What follows belongs to an exercise in optimizing a design on an open flow for small area; a production flow would make more cautious choices.
At most, simulation tests tie the RTL to the original design; equivalence was not proved.
Only the layout flow was run in runs 4 to 8; the RTL was not checked for function there.
Power is estimated from default activity; no workload was simulated.

--- flow/design.v ---
module task2 #(parameter x=32)			 
  ( output reg [15:0]r,
   output reg [25:0]data_out,
   output reg done,
             input  data,start,clk);
  reg [7:0]b;
  always@(posedge clk or posedge start)
    begin
      if(start) begin r<=16'hFFFF;b<=1'b0;done<=1'b0;end
      else if(~done) begin
        r[0]<=data+r[15];
        r[1]<=r[0];
        r[2]<=data+r[1]+r[15];
        r[14:3]<=r[13:2];
        r[15]<=r[14]+r[15]+data;
        b<=b+1;
        if(b>=23)
          begin
            data_out[(x-b+2)*2]<=r[5]^r[4]^r[3]^r[2];
            data_out[(x-b+2)*2+1]<=r[5]^r[4]^r[2];
          end
        if(b==x-1) 
          begin
            done<=1'b1;                       
          end
      end
      else
        begin
          data_out[25]<=r[15]^r[14]^r[12];
          data_out[24]<=r[15]^r[14]^r[13]^r[12];
          data_out[5]<=r[5]^r[4]^r[2];
          data_out[4]<=r[5]^r[4]^r[3]^r[2];
          data_out[3]<=r[4]^r[3]^r[1];
          data_out[2]<=r[4]^r[3]^r[2]^r[1];
          data_out[1]<=r[3]^r[2]^r[0];
          data_out[0]<=r[3]^r[2]^r[1]^r[0];
        end
    end
endmodule
module task3#(parameter x =32, k=4)(output reg [2*x-1:0]fec,
                                    output reg done,
                                    output reg [3:0]r,
                              input data,start,clk);
  reg [7:0] b;
  always@(posedge clk or posedge start)
    begin
      if(start) begin r<=0;b<=2*x+2;done<=1'b0;fec<=0;end
      else if(~done)
        begin
          if(b!=2)begin r[0]<=data;
            r[3:1]<=r[2:0];end
          fec[b-2]<=r[3]^r[2]^r[1]^r[0];
          fec[b-1]<=r[3]^r[2]^r[0];
          b<=b-2;
          if(b==2) done<=1'b1;
        end
    end
endmodule
module interleaver_4byte (
  input [7:0] byte0,		
  input [7:0] byte1,
  input [7:0] byte2,
  input [7:0] byte3, 
  output [7:0] out0,
  output [7:0] out1,
  output [7:0] out2,
  output [7:0] out3
  );
  assign out3 = {byte3[7:6],byte2[7:6],byte1[7:6],byte0[7:6]};
  assign out2 = {byte3[5:4],byte2[5:4],byte1[5:4],byte0[5:4]};
  assign out1 = {byte3[3:2],byte2[3:2],byte1[3:2],byte0[3:2]};
  assign out0 = {byte3[1:0],byte2[1:0],byte1[1:0],byte0[1:0]};
endmodule
module interleaver (output [95:0] data_out,
             input [95:0] data_in);
  interleaver_4byte IL1 (data_in[31:24],data_in[23:16],data_in[15:8],data_in[7:0],data_out[31:24],data_out[23:16],data_out[15:8],data_out[7:0]);
  interleaver_4byte IL2 (data_in[63:56],data_in[55:48],data_in[47:40],data_in[39:32],data_out[63:56],data_out[55:48],data_out[47:40],data_out[39:32]);
  interleaver_4byte IL3 (data_in[95:88],data_in[87:80],data_in[79:72],data_in[71:64],data_out[95:88],data_out[87:80],data_out[79:72],data_out[71:64]);
endmodule
module task4_2(output [95:0] yout,  
               output done,
              input data,start,clk);
  wire [15:0]r;
  wire [3:0] last4_data;
  wire [25:0] data_out;
  wire [63:0] fec1;
  wire [95:0] fec2;
  wire done1;
  wire [5:0]b;
  task2 T2_2(r,data_out,done1,data,start,clk);
  task3 T3_2(fec1,done,last4_data,data,start,clk);
  interleaver I1(yout,fec2);
  assign b[5]=r[15]^last4_data[2]^last4_data[1];
  assign b[4]=r[15]^last4_data[2]^last4_data[1]^last4_data[0];
  assign b[3]=r[14]^last4_data[1]^last4_data[0];
  assign b[2]=r[15]^r[14]^last4_data[1]^last4_data[0];
  assign b[1]=r[15]^r[13]^last4_data[0];
  assign b[0]=r[15]^r[14]^r[13]^last4_data[0];  
  assign fec2={fec1,b,data_out};
endmodule
--- flow/run.sh ---
#!/bin/bash
# synth_recipe.tcl (not shown) runs the flow's synth.tcl, then flattens the netlist and writes it again
# the make line also repeats each setting of config.mk as NAME=value (left out here)
make -C /OpenROAD-flow-scripts/flow DESIGN_CONFIG=/design/flow/config.mk WORK_HOME=/design/flow/orfs CLKGATE_MAP_FILE= SYNTH_SCRIPT=/design/flow/synth_recipe.tcl finish
--- flow/config.mk ---
export PLATFORM = sky130hd
export DESIGN_NAME = task4_2
export DESIGN_NICKNAME = task4_2
export VERILOG_FILES = /design/flow/design.v
export SDC_FILE = /design/flow/constraint.sdc
export NUM_CORES = 4
export LEC_CHECK = 0
export CAP_MARGIN = 20
export CORE_MARGIN = 2
export CORE_UTILIZATION = 40
export SLEW_MARGIN = 20
--- flow/constraint.sdc ---
create_clock -name core_clock -period 7.0 [get_ports {clk}]
set_input_delay 1.4000 -clock core_clock [delete_from_list [all_inputs] [get_ports {clk}]]
set_output_delay 1.4000 -clock core_clock [all_outputs]
set_load 0.01 [all_outputs]
==> impl_metrics.json, run 1 <==
{
  "status": "no timing/DRC/antenna violations",
  "top_achievable_clock_speed_mhz": 162,
  "firstDrtPassIters": 5,
  "diodes": 0,
  "htree_num_levels": 4,
  "post_synth_and_or_nand_nor_area_fraction_pct": 20.6,
  "maximum_resistive_drop_on_vdd_v": 0.000162,
  "clock_tree.buffer_depth": 2,
  "cap_viol_max_count": 0,
  "synth_top_cell_by_area": "dfrtp_1",
  "io_pins": 100,
  "route.detailed.vias_per_inst": 5.42,
  "synth_area_per_cell_sq_um": 9.90,
  "sequential_cell_area_sq_um": 3330,
  "die-height_microns": 146,
  "remaining_drc_errors": 0,
  "leakagePower_uw": 0.00401,
  "die-width_microns": 146,
  "post_synthesis_net_count": 840,
  "timing.slew.headroom_pct": 35.1,
  "detail-route-antenna-nets": 0,
  "tns_ns": 0,
  "period_share_pct": 88.0,
  "std_cell_rows": 51,
  "setup_viol": 0,
  "synth-xor-area-share_pct": 7.39,
  "grt_start_max_net_pins": 58,
  "grt_antenna_before_repair": 0,
  "synth_area_in_compound_gates_pct": 8.45,
  "slew_violations": 0,
  "synth_top_family_by_area": "simple AND/OR/NAND/NOR gates",
  "post_synth_main_area_contributors": "dfrtp_1 (26%), mux2_2 (14%), edfxtp_1 (9.7%)",
  "routed-via-count": 6385,
  "cts_tree": "yes",
  "total_global_routing_overflow": 0,
  "fp.dieArea_sq_um": 21300,
  "yosys.cell_count.top_type": "mux2_2",
  "crit_fanout": 13,
  "yosys_most_used_dff": "dfrtp_1",
  "layout-drive-gt1-share_pct": 19.4,
  "worstMarginPinSlew_ns": 0.961,
  "postCtsSetupRepairBufs": 0,
  "yosysSeqAreaShare_pct": 41.4,
  "end_kind": "register",
  "detailedPlacementHpwl_microns": 14000,
  "min_delay_worst_type": "register to register",
  "rsz_0062_raised_after_global_routing": "false",
  "synth_mux_area_share_pct": 15.3,
  "routed_wl_microns": 19500,
  "routed_wire_length_per_instance_microns": 16.5,
  "port_buffers": 99,
  "required_ns": 7.17,
  "core-area_sq_um": 19600,
  "synthesis_to_layout_area_growth_pct": 22.8,
  "synth_warnings": 2,
  "post_synth_fa_ha_maj_area_fraction_pct": 3.89,
  "synth.lib_cells_used.distinct": 75,
  "initial_utilization_pct": 41.0,
  "fin_skew_ns": 0.0101,
  "synth_area_sq_um": 8040,
  "crit_type": "register to register",
  "detailedPlace.worstSlack_ns": 0.938,
  "synth_top_area_share_pct": 25.8,
  "final_core_util_pct": 50.4,
  "multi_input_area_sq_um": 4500,
  "gpl.final_weighted_congestion": 0.863,
  "timing.critical_path.from_type": "register",
  "postSynth.asyncResetShare_pct": 79.5,
  "clk-insertion-delay-late_ns": 0.42,
  "cp.arrival_ns": 6.33,
  "num-fill-cells": 1812,
  "clockRootBuffer": "clkbuf_16",
  "detailedRoute.firstIterationViolations": 328,
  "power-per-cell-area_nw_per_um2": 243,
  "grt_use_total_pct": 18.6,
  "postLayoutSetupSlackWorst_ns": 0.841,
  "design.final.nets": 928,
  "number_of_clock_buffers_inserted_by_tritoncts": 17,
  "leading_post_synthesis_cells_by_instance_count": "mux2_2 (99), nand2_1 (90), dfrtp_1 (83)",
  "synthesis.instances": 812,
  "final_hold_viol_count": 0,
  "grt_first_pass_wirelength_microns": 32600,
  "path_clk_slew_ns": 0.06,
  "cts_hold_buffers": 0,
  "sinks_on_the_clock_net": 127,
  "cts-resized-gates": 0,
  "postSynthRegisterBits": 127,
  "min_period_ns": 6.16,
  "hold-worst-slack_ns": 0.499,
  "first_global_vias": 6154,
  "synth_enable_flop_cells": 26
}
-- state kept, by name (all words and copies together), names as in the netlist --
name,flops
T2_2.b,8
T3_2.done,1
T3_2.r,4
T3_2.b,7
T2_2.r,16
T2_2.data_out,26
T3_2.fec,64
T2_2.done,1
-- power breakdown --
group | total [uW] | leakage (uW) | internal, uW | switching, uW
registers | 964 | 0.00155 | 891 | 72.9
logic | 583 | 0.00219 | 290 | 293
clock network | 853 | 0.000277 | 485 | 368
-- cells by family after synthesis --
logic type | count (synthesis)
compound gates | 94
xor+xnor | 67
fa+ha+maj | 25
buf+inv | 60
flops | 127
mux | 110
simple gates | 329
-- per-layer routing --
layer / track usage, % / share of wire [%] / vias to the layer above
met4: 4.17 / 1.1 / 0
met3: 4.48 / 4.7 / 20
met5: 0 / 0 / -
li1: - / - / 3133
met2: 30.3 / 47 / 153
met1: 25.1 / 47 / 3079
-- final timing paths --
check,startpoint,end,slack [ns],cells past startpoint
worst max-delay path,T2_2.b[1],T2_2.data_out[20],0.84,19
worst min-delay path,T3_2.b[7],T3_2.b[7],0.50,1
worst max register to register,T2_2.b[1],T2_2.data_out[20],0.84,19
worst min register to register,T3_2.b[7],T3_2.b[7],0.50,1
max in group asynchronous,start,T2_2.b[3],4.39,3
min in group asynchronous,start,T3_2.fec[30],1.46,2
-- stage by stage --
step                      power [uW]  instances  instance area (sq um)
final                           2400       1178                   9870
after global routing            2520       1178                   9870
after CTS                       2420       1178                   9860
after detailed placement        1560       1146                   9290
after global placement          1550       1146                   9290
after floorplan                 1330        812                   8040
-- cells in the final DEF, fill, tap and decap left out, types with 4 or more instances in the layout --
master,n
clkbuf_16,17
nand3_1,28
o31ai_1,4
dfrtp_1,83
nor4_1,21
a31oi_1,6
o22ai_1,5
a211oi_1,4
and3_1,6
a21o_1,4
ha_1,25
nand3b_1,8
and4_1,5
inv_6,6
nand4_1,16
o21ai_0,20
nor2_1,79
dfstp_2,18
inv_1,20
or3_1,8
mux2_2,99
xor2_1,24
nand2_1,90
and2_1,5
nand2b_1,12
clkdlybuf4s50_1,99
mux2i_1,9
xnor2_1,39
buf_4,8
a2111oi_0,4
edfxtp_1,26
a21oi_1,12
or4_1,5
nor2b_1,5
nor3_1,19
-- worst max-delay path: stages (launching register included) --
cell      delay (ns)
dfrtp_1         0.52
inv_1           0.08
ha_1            0.53
ha_1            0.35
nor3b_1         0.29
a21o_1          0.25
and3_1          0.29
inv_1           0.07
ha_1            0.33
nand3_1         0.19
nor3_1          0.40
nand2b_1        0.12
nor2_1          0.12
o311a_1         0.31
a31oi_1         0.13
or4b_2          0.63
o41ai_1         0.21
nand4_1         0.37
nor4_1          0.38
mux2_1          0.35
-- area by class of cell --
| cell class | count | area share [%] |
|---|---|---|
| Multi-Input combinational cell | 625 | 45.6 |
| Timing Repair Buffer | 107 | 10.6 |
| Tap cell | 265 | 3.36 |
| Clock inverter | 13 | 1.20 |
| Sequential cell | 127 | 33.7 |
| Clock buffer | 19 | 4.59 |
| Inverter | 22 | 0.862 |
==> run 2: changes to the inputs <==
==> flow/design.v (replaced) <==
module task4_2(output [95:0] yout,
               output done,
               input data, start, clk);
  reg  [5:0]  cnt;      
  reg  [31:0] d;        
  reg  [15:0] r;        
  wire        run = ~cnt[5];    
  wire        fb  = data ^ r[15];
  assign done = cnt[5] & cnt[0];
  always @(posedge clk or posedge start)
    if (start)      cnt <= 6'd0;
    else if (!done) cnt <= cnt + 6'd1;
  always @(posedge clk)
    if (run) d <= {data, d[31:1]};
  always @(posedge clk or posedge start)
    if (start)    r <= 16'hFFFF;
    else if (run) r <= {r[14] ^ fb, r[13:2], r[1] ^ fb, r[0], fb};
  wire [34:0] dz = {d, 3'b000};           
  wire [95:0] f;
  genvar j;
  generate
    for (j = 0; j < 32; j = j + 1) begin : g_fec
      assign f[94 - 2*j] = dz[j+3] ^ dz[j+2] ^ dz[j+1] ^ dz[j];
      assign f[95 - 2*j] = dz[j+3] ^ dz[j+1] ^ dz[j];
    end
  endgenerate
  wire [18:0] q = {d[29], d[30], d[31], r};
  generate
    for (j = 0; j < 16; j = j + 1) begin : g_crc
      assign f[2*j]     = q[j] ^ q[j+1] ^ q[j+2] ^ q[j+3];
      assign f[2*j + 1] = q[j] ^ q[j+2] ^ q[j+3];
    end
  endgenerate
  genvar w, k, b;
  generate
    for (w = 0; w < 3; w = w + 1) begin : g_w
      for (k = 0; k < 4; k = k + 1) begin : g_k
        for (b = 0; b < 4; b = b + 1) begin : g_b
          assign yout[32*w + 8*(3-k) + 2*b +: 2] = f[32*w + 8*(3-b) + 2*k +: 2];
        end
      end
    end
  endgenerate
endmodule
==> run 2 against run 1 <==
Final area is 57% lower. Die area decreased by 59%. Power fell by 21%. Critical endpoint is now yout[24].
==> impl_metrics.json, run 2 <==
{
  "postSynthRegisterBits": 54,
  "fp.dieArea_sq_um": 8620,
  "leakagePower_uw": 0.00149,
  "total_global_routing_overflow": 0,
  "status": "no timing/DRC/antenna violations",
  "diodes": 0,
  "timing.slew.headroom_pct": 45.5,
  "detailedPlace.worstSlack_ns": 3.79,
  "slew_violations": 0,
  "detail-route-antenna-nets": 0,
  "routed_wl_microns": 5570,
  "clock_tree.buffer_depth": 2,
  "route.layer.met1.wl_microns": 2560,
  "detailedPlacementHpwl_microns": 4210,
  "tns_ns": 0,
  "synth_top_cell_by_area": "edfxtp_1",
  "rsz_0062_raised_after_global_routing": "false",
  "core-area_sq_um": 7690,
  "remaining_drc_errors": 0,
  "die-height_microns": 92.9,
  "synth.lib_cells_used.distinct": 19,
  "synthesis_to_layout_area_growth_pct": 35.7,
  "worstMarginPinSlew_ns": 0.816,
  "final_hold_viol_count": 0,
  "largest_register_ffs": 32,
  "fin_skew_ns": 0.00550,
  "route.met2.wl_microns": 2640,
  "crit_fanout": 5,
  "synth_area_per_cell_sq_um": 12.8,
  "required_ns": 5.60,
  "period_share_pct": 50.2,
  "synthesis.instances": 246,
  "port_buffers": 99,
  "yosysSeqAreaShare_pct": 48.5,
  "cts-resized-gates": 0,
  "clockRootBuffer": "clkbuf_8",
  "most_common_library_cell_in_the_layout_ignoring_fill_and_taps": "xnor2_1",
  "cp.arrival_ns": 2.12,
  "power-per-cell-area_nw_per_um2": 444,
  "top_register": "d",
  "synth_enable_flop_cells": 32,
  "route.met3.wl_microns": 310,
  "first_global_vias": 1994,
  "route.detailed.vias_per_inst": 4.45,
  "grt_use_total_pct": 13.5,
  "postCtsSetupRepairBufs": 0,
  "timing.critical_path.from_type": "register",
  "die-width_microns": 92.9,
  "cts_tree": "yes",
  "design.final.nets": 343,
  "post_dp_cell_area_sq_um": 4210,
  "cap_viol_max_count": 0,
  "post_synth_main_area_contributors": "edfxtp_1 (30%), xnor2_1 (29%), dfstp_2 (13%)",
  "yosys_most_used_dff": "edfxtp_1",
  "min_period_ns": 3.52,
  "firstDrtPassIters": 3,
  "num-fill-cells": 703,
  "grt_first_pass_wirelength_microns": 9390,
  "synth_top_area_share_pct": 30.4,
  "post_synthesis_net_count": 250,
  "std_cell_rows": 32,
  "end_kind": "primary output",
  "synth_warnings": 1,
  "setup_viol": 0,
  "sinks_on_the_clock_net": 54,
  "yosys.cell_count.top_type": "xnor2_1",
  "min_delay_worst_type": "register to register",
  "maximum_resistive_drop_on_vdd_v": 0.000636,
  "detailedRoute.firstIterationViolations": 43,
  "routed_wire_length_per_instance_microns": 12.6,
  "finalInstanceArea_sq_um": 4290,
  "layout-drive-gt1-share_pct": 11.5,
  "leading_post_synthesis_cells_by_instance_count": "xnor2_1 (103), xor2_1 (42), edfxtp_1 (32)",
  "routed-via-count": 1965,
  "gpl.final_weighted_congestion": 0.684,
  "report.power.total_uw": 1900,
  "clk-insertion-delay-late_ns": 0.30,
  "crit_type": "register to primary output",
  "cts_hold_buffers": 0,
  "grt_antenna_before_repair": 0,
  "postLayoutSetupSlackWorst_ns": 3.48,
  "top_layer_in_use": "met4",
  "top_achievable_clock_speed_mhz": 284,
  "synth_area_sq_um": 3160,
  "htree_num_levels": 2,
  "initial_utilization_pct": 41.1,
  "path_clk_slew_ns": 0.08,
  "postSynth.asyncResetShare_pct": 40.7,
  "number_of_clock_buffers_inserted_by_tritoncts": 5,
  "final_cell_mix": "xnor2_1 (103), clkdlybuf4s50_1 (99), xor2_1 (42)",
  "top_regs": "d x32, r x16, cnt x6",
  "io_pins": 100,
  "grt_start_max_net_pins": 37
}
run 2: cell count changes after synthesis, moves of 24 or more:
cell | previous run | this run
mux2_2 | 99 | 15
nand2_1 | 90 | 6
nor2_1 | 79 | 0
dfrtp_1 | 83 | 6
xnor2_1 | 42 | 103
nand3_1 | 28 | 1
clkbuf_1 | 31 | 7
ha_1 | 25 | 1
run 2: final timing paths:
| check | startpoint | to | slack (ns) | cells past startpoint |
|---|---|---|---|---|
| setup reg to reg | cnt[5] | cnt[3] | 5.29 | 4 |
| hold / removal | cnt[4] | cnt[4] | 0.47 | 1 |
| setup / recovery | r[13] | yout[24] | 3.48 | 3 |
| min in group asynchronous | start | cnt[4] | 1.57 | 2 |
| hold reg to reg | cnt[4] | cnt[4] | 0.47 | 1 |
| max in group asynchronous | start | cnt[2] | 4.93 | 2 |
run 2: cell families after synthesis:
| group | share of synthesized area [%] |
|---|---|
| adders and majority gates | 0.396 |
| muxes | 5.35 |
| and+or+nand+nor | 1.47 |
| buffers and inverters | 2.93 |
| DFF | 48.5 |
| xor gates and xnor gates | 41.2 |
| AOI/OAI and AO/OA | 0.158 |
run 2: stage by stage:
| stage | hold WS (ns) | utilization (%) | instances |
|---|---|---|---|
| 3_3_place_gp | 0.463 | 54.7 | 434 |
| 5_1_grt | 0.507 | 55.8 | 442 |
| 2_1_floorplan | 0.446 | - | 246 |
| 3_5_place_dp | 0.465 | 54.7 | 434 |
| 4_1_cts | 0.481 | 55.8 | 442 |
| 6_report | 0.474 | 55.8 | 442 |
run 2: power by group:
group	internal [uW]	leakage [uW]	switching [uW]	total, uW
combinational	752	0.000920	476	1230
sequential	420	0.000529	95.6	515
clock	71.2	0.0000395	89.8	161
total	1240	0.00149	661	1900
run 2: area by class of cell:
type                    count  area [sq um]  share of cell area (%)
clock buffers               8          80.1                    1.87
inverters                   4          15.0                   0.350
multi-input cells         174          1540                    35.8
flip-flops and latches     54          1530                    35.7
well taps                 102           128                    2.98
repair buffers            100           998                    23.3
run 2: worst max-delay path, cell delays in order, from the launching register on:
cell	delay, ns
dfstp_2	0.60
xor2_1	0.45
xnor2_1	0.20
clkdlybuf4s50_1	0.58
run 2: layer usage:
layer	GRT usage (%)	up-vias
li1	-	961
met1	18.6	944
met2	21.3	54
met3	3.58	6
met4	3.31	0
met5	0	-
==> run 3: changes to the inputs <==
==> flow/flow/run.sh (new file) <==
#!/bin/bash
set -uo pipefail
bash standard.sh "BUFFER_PORTS_ARGS=-buffer_cell sky130_fd_sc_hd__buf_1" finish > standard.log 2>&1
rc=$?
tail -n 30 standard.log
exit $rc
==> flow/standard.sh (new file) <==
#!/bin/bash
# synth_recipe.tcl (not shown) runs the flow's synth.tcl, then flattens the netlist and writes it again
# the make line also repeats each setting of config.mk as NAME=value (left out here)
make -C /OpenROAD-flow-scripts/flow DESIGN_CONFIG=/design/flow/config.mk WORK_HOME=/design/flow/orfs CLKGATE_MAP_FILE= SYNTH_SCRIPT=/design/flow/synth_recipe.tcl "${@:-finish}"
removed: flow/run.sh
==> run 3 against run 2 <==
Non-clock buffer count unchanged. Global-route usage down 1.6 points. Clock skew up 0.0022 ns. Largest cell class unchanged. Utilization down 7.4 points. Register-to-register slack better by 0.05 ns. First-iteration DRC count up 51%. Critical path type unchanged. Die area unchanged. Sequential power about the same. Via count down 1.7%.
==> impl_metrics.json, run 3 <==
{
  "most_common_library_cell_in_the_layout_ignoring_fill_and_taps": "xnor2_1",
  "postSynthRegisterBits": 54,
  "grt_start_max_net_pins": 37,
  "route.detailed.vias_per_inst": 4.37,
  "synth_area_per_cell_sq_um": 12.8,
  "min_period_ns": 3.18,
  "postSynth.asyncResetShare_pct": 40.7,
  "clk-insertion-delay-late_ns": 0.30,
  "synthesis.instances": 246,
  "grt_antenna_before_repair": 0,
  "firstDrtPassIters": 4,
  "cts_tree": "yes",
  "core-area_sq_um": 7690,
  "cap_viol_max_count": 0,
  "crit_type": "register to primary output",
  "cts_hold_buffers": 0,
  "post_synthesis_net_count": 250,
  "final_hold_viol_count": 0,
  "endpoint_of_the_worst_slack_reg_to_reg_timing_path": "cnt[3]",
  "number_of_clock_buffers_inserted_by_tritoncts": 5,
  "fin_skew_ns": 0.00770,
  "power-per-cell-area_nw_per_um2": 427,
  "period_share_pct": 45.4,
  "synth_warnings": 1,
  "sinks_on_the_clock_net": 54,
  "post_synth_main_area_contributors": "edfxtp_1 (30%), xnor2_1 (29%), dfstp_2 (13%)",
  "synth_area_sq_um": 3160,
  "top_achievable_clock_speed_mhz": 315,
  "path_clk_slew_ns": 0.09,
  "yosys.cell_count.top_type": "xnor2_1",
  "worst_setup_path_startpoint": "r[13]",
  "final_core_util_pct": 48.4,
  "worst_r2r_startpoint": "cnt[5]",
  "first_global_vias": 1762,
  "top_regs": "d x32, r x16, cnt x6",
  "diodes": 0,
  "setup_viol": 0,
  "routed_wire_length_per_instance_microns": 11.6,
  "leading_post_synthesis_cells_by_instance_count": "xnor2_1 (103), xor2_1 (42), edfxtp_1 (32)",
  "fp.dieArea_sq_um": 8620,
  "die-width_microns": 92.9,
  "synth.lib_cells_used.distinct": 19,
  "largest_register_ffs": 32,
  "detailedPlacementHpwl_microns": 3770,
  "cp.arrival_ns": 1.78,
  "crit_fanout": 5,
  "min_delay_worst_type": "register to register",
  "top_register": "d",
  "remaining_drc_errors": 0,
  "routed_wl_microns": 5130,
  "timing.critical_path.from_type": "register",
  "grt_first_pass_wirelength_microns": 8310,
  "required_ns": 5.60,
  "yosysSeqAreaShare_pct": 48.5,
  "r2r_slack_ns": 5.34,
  "synthesis_to_layout_area_growth_pct": 17.8,
  "std_cell_rows": 32,
  "final_cell_mix": "xnor2_1 (103), buf_1 (99), xor2_1 (42)",
  "maximum_resistive_drop_on_vdd_v": 0.000332,
  "rsz_0062_raised_after_global_routing": "false",
  "leakagePower_uw": 0.00124,
  "end_kind": "primary output",
  "grt_use_total_pct": 11.9,
  "status": "no timing/DRC/antenna violations",
  "worstMarginPinSlew_ns": 0.807,
  "detailedRoute.firstIterationViolations": 65,
  "synth_top_area_share_pct": 30.4,
  "clockRootBuffer": "clkbuf_8",
  "reg2regPathDepth": 4,
  "layout-drive-gt1-share_pct": 12.1,
  "die-height_microns": 92.9,
  "synth_top_cell_by_area": "edfxtp_1",
  "slew_violations": 0,
  "port_buffers": 99,
  "io_pins": 100,
  "design.final.nets": 343,
  "tns_ns": 0,
  "postCtsSetupRepairBufs": 0,
  "synth_enable_flop_cells": 32,
  "gpl.final_weighted_congestion": 0.666,
  "timing.critical_path.to": "yout[11]",
  "initial_utilization_pct": 41.1,
  "htree_num_levels": 2,
  "detail-route-antenna-nets": 0,
  "routed-via-count": 1932,
  "yosys_most_used_dff": "edfxtp_1",
  "cts-resized-gates": 0,
  "clock_tree.buffer_depth": 2,
  "total_global_routing_overflow": 0,
  "timing.slew.headroom_pct": 46.1
}
==> run 3: cell count changes in the layout (fill, tap and decap cells not counted), sizes merged <==
cell,previous run,this run
clkbuf,8,5
bufinv,0,2
clkdlybuf4s50,99,0
clkinv,0,1
buf,1,100
==> run 3: cells by family (layout without fill, tap and decap cells) <==
logic type | after synthesis | after routing | share of synthesized area (%)
compound gates | 1 | 1 | 0.158
xor+xnor | 147 | 147 | 41.2
fa+ha+maj | 1 | 1 | 0.396
buf+inv | 18 | 112 | 2.93
flops | 54 | 54 | 48.5
mux | 15 | 15 | 5.35
simple gates | 10 | 10 | 1.47
==> run 3: area by class of cell <==
| cell class | count | area, sq um |
|---|---|---|
| clock buffer | 5 | 68.8 |
| clock inverter | 3 | 63.8 |
| fill | 747 | 3970 |
| inverter | 4 | 15.0 |
| multi-input combinational | 174 | 1540 |
| sequential | 54 | 1530 |
| tap | 102 | 128 |
| timing repair buffer | 100 | 379 |
==> run 3: metal layers <==
layer	track usage [%]	share of wire [%]
met1	16.7	48
met5	0	0
met2	18.4	46
met4	3.68	0.99
met3	2.60	5.1
==> run 3: worst min-delay path by stage <==
stage,from,end,depth (start not counted)
final,cnt[0],cnt[0],1
after CTS,cnt[0],cnt[0],1
after global placement,cnt[4],cnt[4],1
after global routing,cnt[4],cnt[4],1
after floorplan,cnt[4],cnt[4],1
after detailed placement,cnt[0],cnt[0],1
==> run 3: through the flow <==
step	cells	worst slack [ns]	hold WS, ns	instance area, sq um	power [uW]
2_1_floorplan	246	4.26	0.446	3160	1120
3_3_place_gp	434	4.18	0.469	3590	1380
3_5_place_dp	434	4.15	0.475	3590	1380
4_1_cts	442	3.80	0.490	3720	1620
5_1_grt	442	3.71	0.523	3720	1700
6_report	442	3.82	0.483	3720	1590
==> run 3: where the power goes <==
| part | switching, uW | internal, uW | leakage [uW] |
|---|---|---|---|
| sequential | 95.0 | 420 | 0.000529 |
| clock | 94.0 | 141 | 0.0000658 |
| combinational | 460 | 378 | 0.000649 |
| total | 649 | 940 | 0.00124 |
==> run 3: critical path, cell delays in order, from the launching register on <==
cell     delay [ns]
dfstp_2        0.60
xor2_1         0.51
xor2_1         0.19
buf_1          0.17
==> run 4: changes to the inputs <==
==> flow/design.v (replaced) <==
module task4_2(output [95:0] yout,
               output done,
               input data, start, clk);
  reg  [5:0]  cnt;      
  reg  [31:0] d;        
  reg  [15:0] g;        
  wire        run = ~cnt[5];    
  assign done = cnt[5] & cnt[0];
  always @(posedge clk or posedge start)
    if (start)      cnt <= 6'd0;
    else if (!done) cnt <= cnt + 6'd1;
  always @(posedge clk)
    if (run) d <= {data, d[31:1]};
  wire x = data ^ g[15];        
  always @(posedge clk)
    if (run) begin
      if (start) g <= 16'h0000;
      else       g <= {g[14] ^ x, ~g[13:2], g[1] ^ x, ~g[0], ~x};
    end
  wire [15:0] r = g ^ 16'h2AB5;
  wire [34:0] dz = {d, 3'b000};           
  wire [33:0] tz = dz[34:1] ^ dz[33:0];   
  wire [95:0] f;
  genvar j;
  generate
    for (j = 0; j < 32; j = j + 1) begin : g_fec
      assign f[95 - 2*j] = dz[j+3] ^ tz[j];
      assign f[94 - 2*j] = f[95 - 2*j] ^ dz[j+2];
    end
  endgenerate
  wire [18:0] q = {d[29], d[30], d[31], r};
  wire [17:0] tq = q[18:1] ^ q[17:0];
  generate
    for (j = 0; j < 16; j = j + 1) begin : g_crc
      assign f[2*j + 1] = q[j] ^ tq[j+2];
      assign f[2*j]     = f[2*j + 1] ^ q[j+1];
    end
  endgenerate
  genvar w, k, b;
  generate
    for (w = 0; w < 3; w = w + 1) begin : g_w
      for (k = 0; k < 4; k = k + 1) begin : g_k
        for (b = 0; b < 4; b = b + 1) begin : g_b
          assign yout[32*w + 8*(3-k) + 2*b +: 2] = f[32*w + 8*(3-b) + 2*k +: 2];
        end
      end
    end
  endgenerate
endmodule
==> run 4 against run 3 <==
Still clean on timing, DRC and antenna. Global-route usage up 1.2 points. Die area down 3.1%. Wire length up 6.9%. Sequential power down 33%. Via count down 0.78%. Power down 68%. Synthesized area down 3.2%. Critical path depth up 1. Critical path type unchanged. Critical endpoint is now yout[54]. Highest routed layer unchanged.
==> impl_metrics.json, run 4 <==
{
  "status": "no timing/DRC/antenna violations",
  "final_hold_viol_count": 0,
  "diodes": 0,
  "gpl.final_weighted_congestion": 0.742,
  "number_of_clock_buffers_inserted_by_tritoncts": 5,
  "crit_type": "register to primary output",
  "clockRootBuffer": "clkbuf_8",
  "sinks_on_the_clock_net": 54,
  "synthesis.instances": 238,
  "grt_util_met3_pct": 3.40,
  "path_clk_slew_ns": 0.09,
  "synth_top_cell_by_area": "edfxtp_1",
  "detailedPlacementHpwl_microns": 4130,
  "routed_wire_length_per_instance_microns": 12.6,
  "timing.critical_path.from_type": "register",
  "synth_area_sq_um": 3060,
  "synth_top_area_share_pct": 47.2,
  "synth_mux_area_share_pct": 0.368,
  "largest_register_ffs": 32,
  "cts_tree": "yes",
  "fp.dieArea_sq_um": 8360,
  "synth_warnings": 1,
  "grt.busiest_layer": "met2",
  "place.detailed.instances": 427,
  "tns_ns": 0,
  "synth_area_in_compound_gates_pct": 0.327,
  "groute.layer.met1.usage_pct": 17.4,
  "period_share_pct": 44.1,
  "die-height_microns": 91.4,
  "synth_enable_flop_cells": 48,
  "core-area_sq_um": 7330,
  "postCtsSetupRepairBufs": 0,
  "top_register": "d",
  "clock_tree.buffer_depth": 2,
  "timing.slew.headroom_pct": 31.8,
  "leakagePower_uw": 0.00114,
  "worstMarginPinSlew_ns": 1.02,
  "r2r_slack_ns": 5.30,
  "grt_use_total_pct": 13.1,
  "maximum_resistive_drop_on_vdd_v": 0.0000871,
  "post_dp_cell_area_sq_um": 3500,
  "cts-resized-gates": 0,
  "post_synth_main_area_contributors": "edfxtp_1 (47%), xnor2_1 (28%), xor2_1 (12%)",
  "route.detailed.vias_per_inst": 4.41,
  "synth-xor-area-share_pct": 41.5,
  "most_common_library_cell_in_the_layout_ignoring_fill_and_taps": "buf_1",
  "total_global_routing_overflow": 0,
  "detail-route-antenna-nets": 0,
  "finalInstanceArea_sq_um": 3580,
  "min_delay_worst_type": "register to register",
  "yosys_most_used_dff": "edfxtp_1",
  "setup_viol": 0,
  "yosysSeqAreaShare_pct": 52.1,
  "io_pins": 100,
  "die-width_microns": 91.4,
  "non_filler_instances": 435,
  "rsz_0062_raised_after_global_routing": "false",
  "final_cell_mix": "buf_1 (99), xnor2_1 (98), edfxtp_1 (48)",
  "power-per-cell-area_nw_per_um2": 144,
  "top_regs": "d x32, g x16, cnt x6",
  "layout-drive-gt1-share_pct": 2.98,
  "post_synthesis_net_count": 242,
  "firstDrtPassIters": 4,
  "post_synth_and_or_nand_nor_area_fraction_pct": 3.23,
  "synth.lib_cells_used.distinct": 19,
  "grt_first_pass_wirelength_microns": 8740,
  "report.power.total_uw": 516,
  "grt_antenna_before_repair": 0,
  "leading_post_synthesis_cells_by_instance_count": "xnor2_1 (98), edfxtp_1 (48), xor2_1 (43)",
  "routed-via-count": 1917,
  "min_period_ns": 3.09,
  "num-fill-cells": 689,
  "design.final.nets": 339,
  "cap_viol_max_count": 0,
  "grt_start_max_net_pins": 52,
  "fin_skew_ns": 0.00524,
  "yosys.cell_count.top_type": "xnor2_1",
  "first_global_vias": 1803,
  "clk-insertion-delay-late_ns": 0.30,
  "synth_area_per_cell_sq_um": 12.8,
  "end_kind": "primary output",
  "routed_wl_microns": 5480,
  "final_core_util_pct": 48.9,
  "postSynth.asyncResetShare_pct": 11.1,
  "post_synth_fa_ha_maj_area_fraction_pct": 0.409,
  "remaining_drc_errors": 0,
  "crit_fanout": 4,
  "synthesis_to_layout_area_growth_pct": 17.2,
  "cts_hold_buffers": 0,
  "postSynthRegisterBits": 54,
  "detailedRoute.firstIterationViolations": 84,
  "slew_violations": 0,
  "synth_top_family_by_area": "XOR/XNOR gates",
  "top_achievable_clock_speed_mhz": 324,
  "htree_num_levels": 2,
  "initial_utilization_pct": 41.7,
  "port_buffers": 99,
  "groute.layer.met2.usage_pct": 20.8,
  "required_ns": 5.60,
  "std_cell_rows": 31,
  "cp.arrival_ns": 1.69
}
## run 4: final cells by class
type                       instances  area (sq um)  share of cell area [%]
inverter                           4          15.0                   0.419
timing repair buffer              99           372                    10.4
tap                               99           124                    3.46
multi-input combinational        171          1400                    39.1
clock inverter                     2          8.76                   0.244
clock buffer                       6          72.6                    2.03
sequential                        54          1590                    44.4
## run 4: layer usage
metal / vias to the layer above / share of wire, %
li1: 960 / -
met2: 55 / 47
met1: 895 / 46
met4: 0 / 1.4
met3: 7 / 5.7
met5: - / 0
## run 4: power breakdown
group	leakage [uW]	switching [uW]	total, uW	internal, uW
logic	0.000592	3.46	4.84	1.38
registers	0.000508	0	346	346
clock network	0.0000426	95.4	164	69.0
## run 4: per-stage QoR
stage                     hold WS (ns)  setup slack, ns
after global placement           0.464             4.22
after detailed placement         0.479             4.24
after global routing             0.525             3.80
after floorplan                  0.445             4.36
final                            0.494             3.91
after CTS                        0.496             3.89
## run 4: path summary, 6_finish.rpt
kind,depth (start not counted),end,start
max in group asynchronous,2,cnt[2],start
worst max-delay path,4,yout[54],d[27]
worst min register to register,1,cnt[4],cnt[4]
min in group asynchronous,2,cnt[1],start
worst max register to register,3,cnt[3],cnt[5]
worst min-delay path,1,cnt[4],cnt[4]
## run 4: critical path, cell delays in order (launching register included)
cell	delay, ns
edfxtp_1	0.49
xnor2_1	0.35
xnor2_1	0.19
xor2_1	0.16
buf_1	0.20
## run 4: kinds of logic (layout without fill, tap and decap cells)
group,after synthesis,count (layout)
xor+xnor,143,143
flops,54,54
simple gates,24,24
buf+inv,13,111
compound gates,2,2
fa+ha+maj,1,1
mux,1,1
==> run 5: changes to the inputs <==
==> flow/flow/run.sh (replaced) <==
#!/bin/bash
set -uo pipefail
bash standard.sh "BUFFER_PORTS_ARGS=-buffer_cell sky130_fd_sc_hd__buf_1" \
  "CTS_ARGS=-sink_clustering_enable -repair_clock_nets -dont_use_dummy_load" \
  finish > standard.log 2>&1
rc=$?
tail -n 30 standard.log
exit $rc
==> run 5 against run 4 <==
Clock power is 5% lower. Sequential share of layout area up 0.14 points. Final area fell by 0.31%. Fmax down 0.17%. Critical endpoint unchanged. Non-clock buffer count unchanged. Still clean on timing, DRC and antenna. Global-route usage is essentially flat. Cell count shrank 0.69%. Sequential power barely moved. Flip-flop and latch count is the same. Clock skew shrank 0.00054 ns. Critical path depth stayed put.
==> impl_metrics.json, run 5 <==
{
  "worst-path-buf-inv": 1,
  "final_cell_mix": "buf_1 (99), xnor2_1 (98), edfxtp_1 (48)",
  "core-area_sq_um": 7330,
  "grt_first_pass_wirelength_microns": 8730,
  "synth_top_family_by_area": "XOR/XNOR gates",
  "total_global_routing_overflow": 0,
  "grt_start_max_net_pins": 52,
  "synthesis.instances": 238,
  "critical_path.top_delay_family": "XOR/XNOR gates",
  "reg2regPathDepth": 3,
  "required_ns": 5.60,
  "htree_num_levels": 2,
  "num-fill-cells": 690,
  "io_pins": 100,
  "synth.lib_cells_used.distinct": 19,
  "synth-xor-area-share_pct": 41.5,
  "min_delay_worst_type": "register to register",
  "gpl.final_weighted_congestion": 0.742,
  "grt_use_total_pct": 13.1,
  "cts-resized-gates": 0,
  "top_register": "d",
  "rsz_0062_raised_after_global_routing": "false",
  "fp.dieArea_sq_um": 8360,
  "finalInstanceArea_sq_um": 3570,
  "grt_antenna_before_repair": 0,
  "remaining_drc_errors": 0,
  "report.power.total_uw": 506,
  "non_filler_instances": 432,
  "power.internal_uw": 413,
  "route.detailed.vias_per_inst": 4.38,
  "synth_area_sq_um": 3060,
  "cpMaxStageDelayCell": "edfxtp_1",
  "cpMostUsedCell": "xnor2_1",
  "timing.critical_path.to": "yout[54]",
  "timing.slew.headroom_pct": 44.0,
  "synth_warnings": 1,
  "post_dp_cell_area_sq_um": 3500,
  "synth_area_per_cell_sq_um": 12.8,
  "timing.critical_path.slowest_cell_delay_ns": 0.48,
  "routed-via-count": 1893,
  "end_kind": "primary output",
  "slew_violations": 0,
  "postCtsSetupRepairBufs": 0,
  "tns_ns": 0,
  "detailedRoute.firstIterationViolations": 91,
  "cp.arrival_ns": 1.69,
  "routed_wire_length_per_instance_microns": 12.6,
  "cts_tree": "yes",
  "clock_tree.buffer_depth": 2,
  "worst_r2r_startpoint": "cnt[5]",
  "initial_utilization_pct": 41.7,
  "layout-drive-gt1-share_pct": 2.70,
  "min_period_ns": 3.09,
  "yosys.cell_count.top_type": "xnor2_1",
  "sinks_on_the_clock_net": 54,
  "most_common_library_cell_in_the_layout_ignoring_fill_and_taps": "buf_1",
  "die-height_microns": 91.4,
  "place.detailed.instances": 427,
  "r2r_slack_ns": 5.39,
  "crit_type": "register to primary output",
  "worstHoldPathCells": 1,
  "path_clk_slew_ns": 0.09,
  "detail-route-antenna-nets": 0,
  "number_of_clock_buffers_inserted_by_tritoncts": 5,
  "cts_hold_buffers": 0,
  "synth_enable_flop_cells": 48,
  "final_hold_viol_count": 0,
  "die-width_microns": 91.4,
  "post_synth_and_or_nand_nor_area_fraction_pct": 3.23,
  "route.layer.met1.wl_microns": 2540,
  "status": "no timing/DRC/antenna violations",
  "period_share_pct": 44.2,
  "power-per-cell-area_nw_per_um2": 142,
  "route.met3.wl_microns": 307,
  "worst_path_depth": 4,
  "detailedPlacementHpwl_microns": 4130,
  "firstDrtPassIters": 4,
  "postSynthRegisterBits": 54,
  "leakagePower_uw": 0.00114,
  "largest_register_ffs": 32,
  "post_synth_fa_ha_maj_area_fraction_pct": 0.409,
  "synth_top_area_share_pct": 47.2,
  "maximum_resistive_drop_on_vdd_v": 0.0000722,
  "synth_mux_area_share_pct": 0.368,
  "synth_top_cell_by_area": "edfxtp_1",
  "synthesis_to_layout_area_growth_pct": 16.9,
  "diodes": 0,
  "leading_post_synthesis_cells_by_instance_count": "xnor2_1 (98), edfxtp_1 (48), xor2_1 (43)",
  "p_switching_uw": 93.9,
  "yosys_most_used_dff": "edfxtp_1",
  "std_cell_rows": 31,
  "first_global_vias": 1795,
  "post_synthesis_net_count": 242,
  "final_core_util_pct": 48.7,
  "top_regs": "d x32, g x16, cnt x6",
  "timing.critical_path.from_type": "register",
  "path_cells": "xnor2_1, xnor2_1, xor2_1, buf_1",
  "clockRootBuffer": "clkbuf_8",
  "worst_setup_path_startpoint": "d[27]",
  "top_layer_in_use": "met4",
  "top_achievable_clock_speed_mhz": 323,
  "yosysSeqAreaShare_pct": 52.1,
  "crit_fanout": 4,
  "port_buffers": 99,
  "routed_wl_microns": 5440,
  "postSynth.asyncResetShare_pct": 11.1,
  "synth_area_in_compound_gates_pct": 0.327,
  "setup_viol": 0,
  "part_of_the_total_power_dissipated_in_sequential_elements_pct": 68.4,
  "sw_frac_of_total_pct": 18.5,
  "post_synth_main_area_contributors": "edfxtp_1 (47%), xnor2_1 (28%), xor2_1 (12%)",
  "clk-insertion-delay-late_ns": 0.29,
  "cap_viol_max_count": 0,
  "power.share.combinational_pct": 0.9,
  "worstMarginPinSlew_ns": 0.839,
  "endpoint_of_the_worst_slack_reg_to_reg_timing_path": "cnt[3]",
  "design.final.nets": 339,
  "route.met2.wl_microns": 2520,
  "fin_skew_ns": 0.00470,
  "clock_power_share_pct": 30.7
}
run 5: worst min-delay path by stage:
| stage | from | endpoint | slack [ns] |
|---|---|---|---|
| 2_1_floorplan | cnt[4] | cnt[4] | 0.45 |
| 3_3_place_gp | cnt[4] | cnt[4] | 0.46 |
| 3_5_place_dp | cnt[4] | cnt[4] | 0.48 |
| 4_1_cts | cnt[4] | cnt[4] | 0.49 |
| 5_1_grt | cnt[4] | cnt[4] | 0.52 |
| 6_report | cnt[4] | cnt[4] | 0.49 |
run 5: kinds of logic (layout without fill, tap and decap cells):
logic type | Yosys count | in the layout
mux | 1 | 1
buf+inv | 13 | 108
compound gates | 2 | 2
flops | 54 | 54
simple gates | 24 | 24
xor+xnor | 143 | 143
fa+ha+maj | 1 | 1
run 5: per-layer routing:
layer	vias up	global-route usage, %
li1	956	-
met3	7	3.40
met4	0	4.17
met1	874	17.7
met5	-	0
met2	56	20.5
run 5: layout make-up:
class,instances,area (sq um),area share [%]
flip-flops and latches,54,1590,44.6
multi-input cells,171,1400,39.2
repair buffers,99,372,10.4
well taps,99,124,3.47
clock buffers,5,68.8,1.93
inverters,4,16.3,0.455
run 5: stage by stage:
step                hold WS [ns]  setup WS [ns]
floorplan                  0.445           4.36
global route               0.524           3.81
finish                     0.493           3.91
detailed placement         0.479           4.24
global placement           0.464           4.22
CTS                        0.495           3.91
run 5: worst reg2reg max path, delay by kind of cell (launching register included):
kind | cells | cell delay (ns)
and+or+nand+nor | 1 | 0.34
DFF | 1 | 0.39
xor gates and xnor gates | 1 | 0.14
buffers and inverters | 1 | 0.66
run 5: power by group through the flow:
stage	Combinational [uW]	Clock, uW	Sequential (uW)
finish	4.81	155	346
global route	5.76	171	346
CTS	5.01	162	346
detailed placement	4.99	0	354
global placement	4.89	0	354
floorplan	3.58	0	354
==> run 6: changes to the inputs <==
==> flow/flow/run.sh (replaced) <==
#!/bin/bash
set -uo pipefail
bash standard.sh "BUFFER_PORTS_ARGS=-buffer_cell sky130_fd_sc_hd__buf_1" \
  "CTS_ARGS=-sink_clustering_enable -repair_clock_nets -dont_use_dummy_load -buf_list {sky130_fd_sc_hd__clkbuf_4 sky130_fd_sc_hd__clkbuf_8} -sink_clustering_size 30 -sink_clustering_max_diameter 100" \
  finish > standard.log 2>&1
rc=$?
tail -n 30 standard.log
exit $rc
==> run 6 against run 5 <==
Highest routed layer unchanged. Synthesized cell count unchanged. Flip-flop and latch count unchanged. Still clean. Setup slack unchanged. Register-to-register slack about the same.
==> impl_metrics.json, run 6 <==
{
  "worst-path-buf-inv": 1,
  "grt_first_pass_wirelength_microns": 8730,
  "synth_warnings": 1,
  "post_synth_main_area_contributors": "edfxtp_1 (47%), xnor2_1 (28%), xor2_1 (12%)",
  "gpl.final_weighted_congestion": 0.742,
  "endpoint_of_the_worst_slack_reg_to_reg_timing_path": "cnt[3]",
  "end_kind": "primary output",
  "grt_start_max_net_pins": 52,
  "first_global_vias": 1795,
  "worstMarginPinSlew_ns": 0.839,
  "routed_wl_microns": 5440,
  "diodes": 0,
  "timing.critical_path.slowest_cell_delay_ns": 0.48,
  "timing.critical_path.to": "yout[54]",
  "layout-drive-gt1-share_pct": 2.70,
  "critical_path.top_delay_family": "XOR/XNOR gates",
  "cpMaxStageDelayCell": "edfxtp_1",
  "post_synth_and_or_nand_nor_area_fraction_pct": 3.23,
  "slew_violations": 0,
  "r2r_slack_ns": 5.39,
  "cp.arrival_ns": 1.69,
  "firstDrtPassIters": 4,
  "synth.lib_cells_used.distinct": 19,
  "required_ns": 5.60,
  "reg2regPathDepth": 3,
  "clockRootBuffer": "clkbuf_8",
  "path_cells": "xnor2_1, xnor2_1, xor2_1, buf_1",
  "clock_tree.buffer_depth": 2,
  "leading_post_synthesis_cells_by_instance_count": "xnor2_1 (98), edfxtp_1 (48), xor2_1 (43)",
  "cap_viol_max_count": 0,
  "worst_path_depth": 4,
  "number_of_clock_buffers_inserted_by_tritoncts": 5,
  "fin_skew_ns": 0.00470,
  "final_cell_mix": "buf_1 (99), xnor2_1 (98), edfxtp_1 (48)",
  "worst_r2r_startpoint": "cnt[5]",
  "detailedPlacementHpwl_microns": 4130,
  "die-width_microns": 91.4,
  "status": "no timing/DRC/antenna violations",
  "cts-resized-gates": 0,
  "cts_tree": "yes",
  "initial_utilization_pct": 41.7,
  "most_common_library_cell_in_the_layout_ignoring_fill_and_taps": "buf_1",
  "synth_top_cell_by_area": "edfxtp_1",
  "hold-worst-slack_ns": 0.493,
  "min_delay_worst_type": "register to register",
  "top_achievable_clock_speed_mhz": 323,
  "rsz_0062_raised_after_global_routing": "false",
  "leakagePower_uw": 0.00114,
  "cts_hold_buffers": 0,
  "synth_top_family_by_area": "XOR/XNOR gates",
  "detail-route-antenna-nets": 0,
  "hold_path_startpoint": "cnt[4]",
  "synthesis_to_layout_area_growth_pct": 16.9,
  "yosysSeqAreaShare_pct": 52.1,
  "core-area_sq_um": 7330,
  "crit_fanout": 4,
  "period_share_pct": 44.2,
  "top_register": "d",
  "routed_wire_length_per_instance_microns": 12.6,
  "fp.dieArea_sq_um": 8360,
  "largest_register_ffs": 32,
  "postSynth.asyncResetShare_pct": 11.1,
  "yosys.cell_count.top_type": "xnor2_1",
  "synth-xor-area-share_pct": 41.5,
  "die-height_microns": 91.4,
  "min_period_ns": 3.09,
  "clk-insertion-delay-late_ns": 0.29,
  "synth_area_sq_um": 3060,
  "port_buffers": 99,
  "htree_num_levels": 2,
  "final_hold_viol_count": 0,
  "design.final.nets": 339,
  "grt_use_total_pct": 13.1,
  "route.detailed.vias_per_inst": 4.38,
  "synth_top_area_share_pct": 47.2,
  "post_synth_fa_ha_maj_area_fraction_pct": 0.409,
  "detailedRoute.firstIterationViolations": 91,
  "setup_viol": 0,
  "num-fill-cells": 690,
  "grt_antenna_before_repair": 0,
  "path_clk_slew_ns": 0.09,
  "synth_mux_area_share_pct": 0.368,
  "top_regs": "d x32, g x16, cnt x6",
  "tns_ns": 0,
  "synth_area_per_cell_sq_um": 12.8,
  "yosys_most_used_dff": "edfxtp_1",
  "routed-via-count": 1893,
  "maximum_resistive_drop_on_vdd_v": 0.0000722,
  "postCtsSetupRepairBufs": 0,
  "cpMostUsedCell": "xnor2_1",
  "postSynthRegisterBits": 54,
  "timing.critical_path.from_type": "register",
  "crit_type": "register to primary output",
  "synth_area_in_compound_gates_pct": 0.327,
  "sinks_on_the_clock_net": 54,
  "power-per-cell-area_nw_per_um2": 142,
  "total_global_routing_overflow": 0,
  "remaining_drc_errors": 0,
  "std_cell_rows": 31,
  "timing.slew.headroom_pct": 44.0,
  "post_synthesis_net_count": 242,
  "io_pins": 100,
  "synthesis.instances": 238,
  "synth_enable_flop_cells": 48,
  "worst_setup_path_startpoint": "d[27]"
}
## run 6: cell counts after synthesis
No cell type changed its count.
## run 6: power breakdown
group / switching (uW) / internal [uW] / leakage (uW)
Sequential: 0 / 346 / 0.000508
Combinational: 3.43 / 1.38 / 0.000592
Clock: 90.4 / 64.8 / 0.0000359
Total: 93.9 / 413 / 0.00114
## run 6: per-layer routing
layer	GRT usage [%]	share of wire [%]
met5	0	0
met4	4.17	1.4
met3	3.40	5.6
met2	20.5	46
met1	17.7	47
## run 6: worst min-delay path by stage
stage | to | cells after the start
2_1_floorplan | cnt[4] | 1
3_3_place_gp | cnt[4] | 1
3_5_place_dp | cnt[4] | 1
4_1_cts | cnt[4] | 1
5_1_grt | cnt[4] | 1
6_report | cnt[4] | 1
## run 6: per-stage QoR
| step | util, % | setup slack, ns | instances | power [uW] | instance area, sq um |
|---|---|---|---|---|---|
| final | 48.7 | 3.91 | 432 | 506 | 3570 |
| after CTS | 48.7 | 3.91 | 432 | 513 | 3570 |
| after global placement | 47.8 | 4.22 | 427 | 359 | 3500 |
| after global routing | 48.7 | 3.81 | 432 | 523 | 3570 |
| after floorplan | - | 4.36 | 238 | 357 | 3060 |
| after detailed placement | 47.8 | 4.24 | 427 | 359 | 3500 |
## run 6: final cells by class
type                    instances  area, sq um  area share, %
inverters                       4         16.3          0.455
multi-input cells             171         1400           39.2
well taps                      99          124           3.47
flip-flops and latches         54         1590           44.6
repair buffers                 99          372           10.4
clock buffers                   5         68.8           1.93
## run 6: worst register-to-register path, stage by stage (launching register included)
cell and delay (ns):
dfrtp_1 0.39, clkinv_2 0.66, nand4_1 0.34, xnor2_1 0.14
## run 6: cells by family (layout without fill, tap and decap cells)
| logic type | count (synthesis) | in the layout |
|---|---|---|
| xor+xnor | 143 | 143 |
| compound gates | 2 | 2 |
| fa+ha+maj | 1 | 1 |
| simple gates | 24 | 24 |
| mux | 1 | 1 |
| buf+inv | 13 | 108 |
| flops | 54 | 54 |
==> run 7: changes to the inputs <==
==> flow/flow/run.sh (replaced) <==
#!/bin/bash
set -uo pipefail
bash standard.sh "BUFFER_PORTS_ARGS=-buffer_cell sky130_fd_sc_hd__buf_1" \
  "CTS_ARGS=-sink_clustering_enable -repair_clock_nets -dont_use_dummy_load -buf_list sky130_fd_sc_hd__clkbuf_16 -sink_clustering_size 64 -sink_clustering_max_diameter 300" \
  finish > standard.log 2>&1
rc=$?
tail -n 30 standard.log
exit $rc
==> run 7 against run 6 <==
Critical path type unchanged. Flip-flop and latch count is the same. Final area grew 1.6%. Cell count stayed put. Clock skew barely moved. Register-to-register slack improved by 0.02 ns.
==> impl_metrics.json, run 7 <==
{
  "status": "no timing/DRC/antenna violations",
  "r2r_slack_ns": 5.41,
  "postSynth.asyncResetShare_pct": 11.1,
  "sw_frac_of_total_pct": 17.3,
  "postLayoutSetupSlackWorst_ns": 3.94,
  "routed-via-count": 1903,
  "yosys.cell_count.top_type": "xnor2_1",
  "diodes": 0,
  "p_switching_uw": 99.5,
  "postCtsSetupRepairBufs": 0,
  "synth.lib_cells_used.distinct": 19,
  "remaining_drc_errors": 0,
  "timing.critical_path.from_type": "register",
  "postSynthRegisterBits": 54,
  "num-fill-cells": 685,
  "reg2regPathDepth": 3,
  "period_share_pct": 43.7,
  "routed_wire_length_per_instance_microns": 12.5,
  "clock_tree.buffer_depth": 2,
  "timing.hold.worst_endpoint": "cnt[4]",
  "grt_first_pass_wirelength_microns": 8740,
  "min_delay_worst_type": "register to register",
  "fp.dieArea_sq_um": 8360,
  "synth_top_cell_by_area": "edfxtp_1",
  "total_global_routing_overflow": 0,
  "die-width_microns": 91.4,
  "hold-worst-slack_ns": 0.489,
  "detailedPlacementHpwl_microns": 4130,
  "synth_top_area_share_pct": 47.2,
  "synth_warnings": 1,
  "path_clk_slew_ns": 0.06,
  "core-area_sq_um": 7330,
  "worstHoldPathCells": 1,
  "part_of_the_total_power_dissipated_in_sequential_elements_pct": 60.4,
  "final_cell_mix": "buf_1 (99), xnor2_1 (98), edfxtp_1 (48)",
  "sinks_on_the_clock_net": 54,
  "gpl.final_weighted_congestion": 0.742,
  "cap_viol_max_count": 0,
  "report.power.total_uw": 574,
  "crit_fanout": 4,
  "crit_type": "register to primary output",
  "power-per-cell-area_nw_per_um2": 158,
  "clk-insertion-delay-late_ns": 0.28,
  "grt_use_total_pct": 13.2,
  "hold_path_startpoint": "cnt[4]",
  "synth_enable_flop_cells": 48,
  "routed_wl_microns": 5420,
  "clock_power_share_pct": 38.8,
  "leakagePower_uw": 0.00116,
  "initial_utilization_pct": 41.7,
  "post_synth_main_area_contributors": "edfxtp_1 (47%), xnor2_1 (28%), xor2_1 (12%)",
  "detailedPlace.worstSlack_ns": 4.24,
  "rsz_0062_raised_after_global_routing": "false",
  "min_period_ns": 3.06,
  "yosysSeqAreaShare_pct": 52.1,
  "maximum_resistive_drop_on_vdd_v": 0.0000780,
  "detailedRoute.firstIterationViolations": 73,
  "synth_area_sq_um": 3060,
  "largest_register_ffs": 32,
  "place.detailed.instances": 427,
  "synth_area_per_cell_sq_um": 12.8,
  "tns_ns": 0,
  "timing.slew.headroom_pct": 44.8,
  "top_regs": "d x32, g x16, cnt x6",
  "cp.arrival_ns": 1.66,
  "layout-drive-gt1-share_pct": 2.70,
  "leading_post_synthesis_cells_by_instance_count": "xnor2_1 (98), edfxtp_1 (48), xor2_1 (43)",
  "worstMarginPinSlew_ns": 0.827,
  "top_achievable_clock_speed_mhz": 327,
  "yosys_most_used_dff": "edfxtp_1",
  "grt_antenna_before_repair": 0,
  "non_filler_instances": 432,
  "most_common_library_cell_in_the_layout_ignoring_fill_and_taps": "buf_1",
  "setup_viol": 0,
  "required_ns": 5.60,
  "post_synthesis_net_count": 242,
  "end_kind": "primary output",
  "design.final.nets": 339,
  "top_register": "d",
  "detail-route-antenna-nets": 0,
  "htree_num_levels": 2,
  "route.detailed.vias_per_inst": 4.41,
  "power.share.combinational_pct": 0.8,
  "first_global_vias": 1789,
  "worst_r2r_startpoint": "cnt[5]",
  "worst_setup_path_startpoint": "d[27]",
  "cts_tree": "yes",
  "power.internal_uw": 475,
  "io_pins": 100,
  "synthesis_to_layout_area_growth_pct": 18.7,
  "cts-resized-gates": 0,
  "grt_start_max_net_pins": 52,
  "port_buffers": 99,
  "cts_hold_buffers": 0,
  "fin_skew_ns": 0.00480,
  "die-height_microns": 91.4,
  "final_hold_viol_count": 0,
  "std_cell_rows": 31,
  "firstDrtPassIters": 4,
  "endpoint_of_the_worst_slack_reg_to_reg_timing_path": "cnt[3]",
  "number_of_clock_buffers_inserted_by_tritoncts": 5,
  "clockRootBuffer": "clkbuf_16",
  "slew_violations": 0,
  "synthesis.instances": 238
}
[run 7: cell counts after synthesis]
Identical to the previous run, type by type.
[run 7: stage by stage]
stage | instance area, sq um | utilization, %
CTS | 3630 | 49.5
global placement | 3500 | 47.8
detailed placement | 3500 | 47.8
global route | 3630 | 49.5
finish | 3630 | 49.5
floorplan | 3060 | -
[run 7: cells by family after synthesis]
family | after synthesis | share of synthesized area [%]
xor gates and xnor gates | 143 | 41.5
DFF | 54 | 52.1
and+or+nand+nor | 24 | 3.23
buffers and inverters | 13 | 2.13
AOI/OAI and AO/OA | 2 | 0.327
muxes | 1 | 0.368
adders and majority gates | 1 | 0.409
[run 7: layer usage]
layer / share of wire (%) / global-route usage [%] / vias up
li1: - / - / 958
met1: 46 / 18.1 / 880
met2: 46 / 20.2 / 58
met3: 5.9 / 3.40 / 7
met4: 1.4 / 4.55 / 0
met5: 0 / 0 / -
[run 7: how the worst max path moves through the flow]
stage | end | cells past startpoint | slack [ns]
finish | yout[54] | 4 | 3.94
global route | yout[54] | 4 | 3.84
CTS | yout[54] | 4 | 3.93
detailed placement | yout[54] | 4 | 4.24
global placement | yout[54] | 4 | 4.22
floorplan | yout[4] | 4 | 4.36
[run 7: power groups by stage]
stage          Sequential (uW)  Combinational, uW  Clock (uW)
2_1_floorplan              354               3.58           0
3_3_place_gp               354               4.89           0
3_5_place_dp               354               4.99           0
4_1_cts                    347               5.01         231
5_1_grt                    347               5.76         242
6_report                   347               4.85         223
[run 7: worst max-delay path, cell delays in order, from the launching register on]
cell      delay (ns)
edfxtp_1        0.48
xnor2_1         0.35
xnor2_1         0.19
xor2_1          0.16
buf_1           0.20
[run 7: cell type report]
type | instances | area [sq um] | share of cell area (%)
inverters | 4 | 16.3 | 0.448
clock buffers | 5 | 125 | 3.45
flip-flops and latches | 54 | 1590 | 43.9
multi-input cells | 171 | 1400 | 38.6
repair buffers | 99 | 372 | 10.2
well taps | 99 | 124 | 3.41
==> run 8: changes to the inputs <==
==> flow/flow/run.sh (replaced) <==
#!/bin/bash
set -uo pipefail
bash standard.sh "BUFFER_PORTS_ARGS=-buffer_cell sky130_fd_sc_hd__buf_1" \
  "CTS_ARGS=-sink_clustering_enable -repair_clock_nets -dont_use_dummy_load -buf_list sky130_fd_sc_hd__clkbuf_4 -root_buf sky130_fd_sc_hd__clkbuf_8 -tree_buf sky130_fd_sc_hd__clkbuf_4" \
  finish > standard.log 2>&1
rc=$?
tail -n 30 standard.log
exit $rc
==> run 8 against run 7 <==
Still clean on timing, DRC and antenna. Die area unchanged. First-iteration DRC count is 25% higher. Cell count unchanged. Largest cell class unchanged.
==> impl_metrics.json, run 8 <==
{
  "most_common_library_cell_in_the_layout_ignoring_fill_and_taps": "buf_1",
  "cpMaxStageDelayCell": "edfxtp_1",
  "post_synth_main_area_contributors": "edfxtp_1 (47%), xnor2_1 (28%), xor2_1 (12%)",
  "worstMarginPinSlew_ns": 0.839,
  "p_switching_uw": 93.9,
  "min_period_ns": 3.09,
  "cts_hold_buffers": 0,
  "sw_frac_of_total_pct": 18.5,
  "diodes": 0,
  "leakagePower_uw": 0.00114,
  "route.detailed.vias_per_inst": 4.38,
  "post_synthesis_net_count": 242,
  "routed_wire_length_per_instance_microns": 12.6,
  "synth_top_area_share_pct": 47.2,
  "synth_warnings": 1,
  "place.detailed.instances": 427,
  "gpl.final_weighted_congestion": 0.742,
  "clock_tree.buffer_depth": 2,
  "die-height_microns": 91.4,
  "io_pins": 100,
  "design.final.nets": 339,
  "non_filler_instances": 432,
  "clk-insertion-delay-late_ns": 0.29,
  "power-per-cell-area_nw_per_um2": 142,
  "num-fill-cells": 690,
  "maximum_resistive_drop_on_vdd_v": 0.0000722,
  "grt_start_max_net_pins": 52,
  "grt_use_total_pct": 13.1,
  "port_buffers": 99,
  "hold-worst-slack_ns": 0.493,
  "crit_fanout": 4,
  "yosysSeqAreaShare_pct": 52.1,
  "timing.critical_path.from_type": "register",
  "status": "no timing/DRC/antenna violations",
  "synth_area_sq_um": 3060,
  "path_cells": "xnor2_1, xnor2_1, xor2_1, buf_1",
  "leading_post_synthesis_cells_by_instance_count": "xnor2_1 (98), edfxtp_1 (48), xor2_1 (43)",
  "sinks_on_the_clock_net": 54,
  "setup_viol": 0,
  "synthesis_to_layout_area_growth_pct": 16.9,
  "power.share.combinational_pct": 0.9,
  "htree_num_levels": 2,
  "first_global_vias": 1795,
  "detailedPlacementHpwl_microns": 4130,
  "end_kind": "primary output",
  "top_achievable_clock_speed_mhz": 323,
  "fp.dieArea_sq_um": 8360,
  "synth_area_per_cell_sq_um": 12.8,
  "grt_antenna_before_repair": 0,
  "synth_enable_flop_cells": 48,
  "cp.arrival_ns": 1.69,
  "final_core_util_pct": 48.7,
  "yosys.cell_count.top_type": "xnor2_1",
  "top_regs": "d x32, g x16, cnt x6",
  "firstDrtPassIters": 4,
  "required_ns": 5.60,
  "postSynth.asyncResetShare_pct": 11.1,
  "routed_wl_microns": 5440,
  "final_hold_viol_count": 0,
  "postCtsSetupRepairBufs": 0,
  "grt_first_pass_wirelength_microns": 8730,
  "final_cell_mix": "buf_1 (99), xnor2_1 (98), edfxtp_1 (48)",
  "synth.lib_cells_used.distinct": 19,
  "postSynthRegisterBits": 54,
  "cts_tree": "yes",
  "layout-drive-gt1-share_pct": 2.70,
  "power.internal_uw": 413,
  "worst-path-buf-inv": 1,
  "fin_skew_ns": 0.00470,
  "detailedRoute.firstIterationViolations": 91,
  "number_of_clock_buffers_inserted_by_tritoncts": 5,
  "report.power.total_uw": 506,
  "top_register": "d",
  "critical_path.top_delay_family": "XOR/XNOR gates",
  "detail-route-antenna-nets": 0,
  "rsz_0062_raised_after_global_routing": "false",
  "clockRootBuffer": "clkbuf_8",
  "synth_top_cell_by_area": "edfxtp_1",
  "largest_register_ffs": 32,
  "cpMostUsedCell": "xnor2_1",
  "crit_type": "register to primary output",
  "part_of_the_total_power_dissipated_in_sequential_elements_pct": 68.4,
  "core-area_sq_um": 7330,
  "routed-via-count": 1893,
  "period_share_pct": 44.2,
  "slew_violations": 0,
  "timing.slew.headroom_pct": 44.0,
  "initial_utilization_pct": 41.7,
  "cap_viol_max_count": 0,
  "synthesis.instances": 238,
  "min_delay_worst_type": "register to register",
  "remaining_drc_errors": 0,
  "die-width_microns": 91.4,
  "tns_ns": 0,
  "std_cell_rows": 31,
  "yosys_most_used_dff": "edfxtp_1",
  "total_global_routing_overflow": 0,
  "timing.critical_path.slowest_cell_delay_ns": 0.48,
  "cts-resized-gates": 0,
  "path_clk_slew_ns": 0.09,
  "clock_power_share_pct": 30.7
}
## run 8: cell counts after synthesis
Identical to the previous run, type by type.
## run 8: routing by layer
layer | vias up | global-route usage (%) | part of all wire [%]
li1 | 956 | - | -
met5 | - | 0 | 0
met1 | 874 | 17.7 | 47
met4 | 0 | 4.17 | 1.4
met3 | 7 | 3.40 | 5.6
met2 | 56 | 20.5 | 46
## run 8: logic make-up (layout without fill, tap and decap cells)
| family | after synthesis | in the layout | synth area share (%) |
|---|---|---|---|
| AOI/OAI and AO/OA | 2 | 2 | 0.327 |
| and+or+nand+nor | 24 | 24 | 3.23 |
| adders and majority gates | 1 | 1 | 0.409 |
| buffers and inverters | 13 | 108 | 2.13 |
| DFF | 54 | 54 | 52.1 |
| xor gates and xnor gates | 143 | 143 | 41.5 |
| muxes | 1 | 1 | 0.368 |
## run 8: path summary, 6_finish.rpt
| check | from | to | slack (ns) | cells after the start |
|---|---|---|---|---|
| max | d[27] | yout[54] | 3.91 | 4 |
| min in group asynchronous | start | cnt[1] | 1.33 | 2 |
| max in group asynchronous | start | cnt[3] | 5.47 | 2 |
| min | cnt[4] | cnt[4] | 0.49 | 1 |
| min reg2reg | cnt[4] | cnt[4] | 0.49 | 1 |
| max reg2reg | cnt[5] | cnt[3] | 5.39 | 3 |
## run 8: cell type report
type | count | area [sq um] | area share [%]
Timing Repair Buffer | 99 | 372 | 10.4
Inverter | 4 | 16.3 | 0.455
Tap cell | 99 | 124 | 3.47
Sequential cell | 54 | 1590 | 44.6
Clock buffer | 5 | 68.8 | 1.93
Multi-Input combinational cell | 171 | 1400 | 39.2
## run 8: through the flow
stage / cell area, sq um / setup WS [ns]
after global placement: 3500 / 4.22
after global routing: 3570 / 3.81
after CTS: 3570 / 3.91
after detailed placement: 3500 / 4.24
after floorplan: 3060 / 4.36
final: 3570 / 3.91
## run 8: power groups by stage
stage,sequential (uW),combinational [uW],clock (uW)
6_report,346,4.81,155
5_1_grt,346,5.76,171
4_1_cts,346,5.01,162
3_5_place_dp,354,4.99,0
3_3_place_gp,354,4.89,0
2_1_floorplan,354,3.58,0

port drivers added, routing unchanged:
How much do the figures lean on ideal ports? The routed layouts below were timed once more, with nothing changed but the port constraints. Step 1: set_driving_cell puts a clkbuf_16 on clk and a buf_2 on each other input, an assumption about the parent block. Step 2 adds t to the input delays and takes it off the output delays; t is the mean of the earliest and latest rising clock arrival at the registers after step 1. Input paths then give back, and output paths get back, about the clock's delay inside the block. Three values: ideal, step 1, step 2; two values: the first two.
run	t, ns	setup WS [ns]	worst setup path at the end	cell pins on the clock port's net
run 1	0.458	0.841 / 0.841 / 0.841	register to register	1
run 2	0.324	3.483 / 3.455 / 3.779	register to output	1
run 3	0.324	3.823 / 3.793 / 4.117	register to output	1
run 4	0.324	3.911 / 3.884 / 4.208	register to output	1
run 5	0.320	3.906 / 3.879 / 4.198	register to output	1
run 6	0.320	3.906 / 3.879 / 4.198	register to output	1
run 7	0.311	3.939 / 3.907 / 4.218	register to output	1
run 8	0.320	3.906 / 3.879 / 4.198	register to output	1
After both steps every run listed still meets setup and hold.
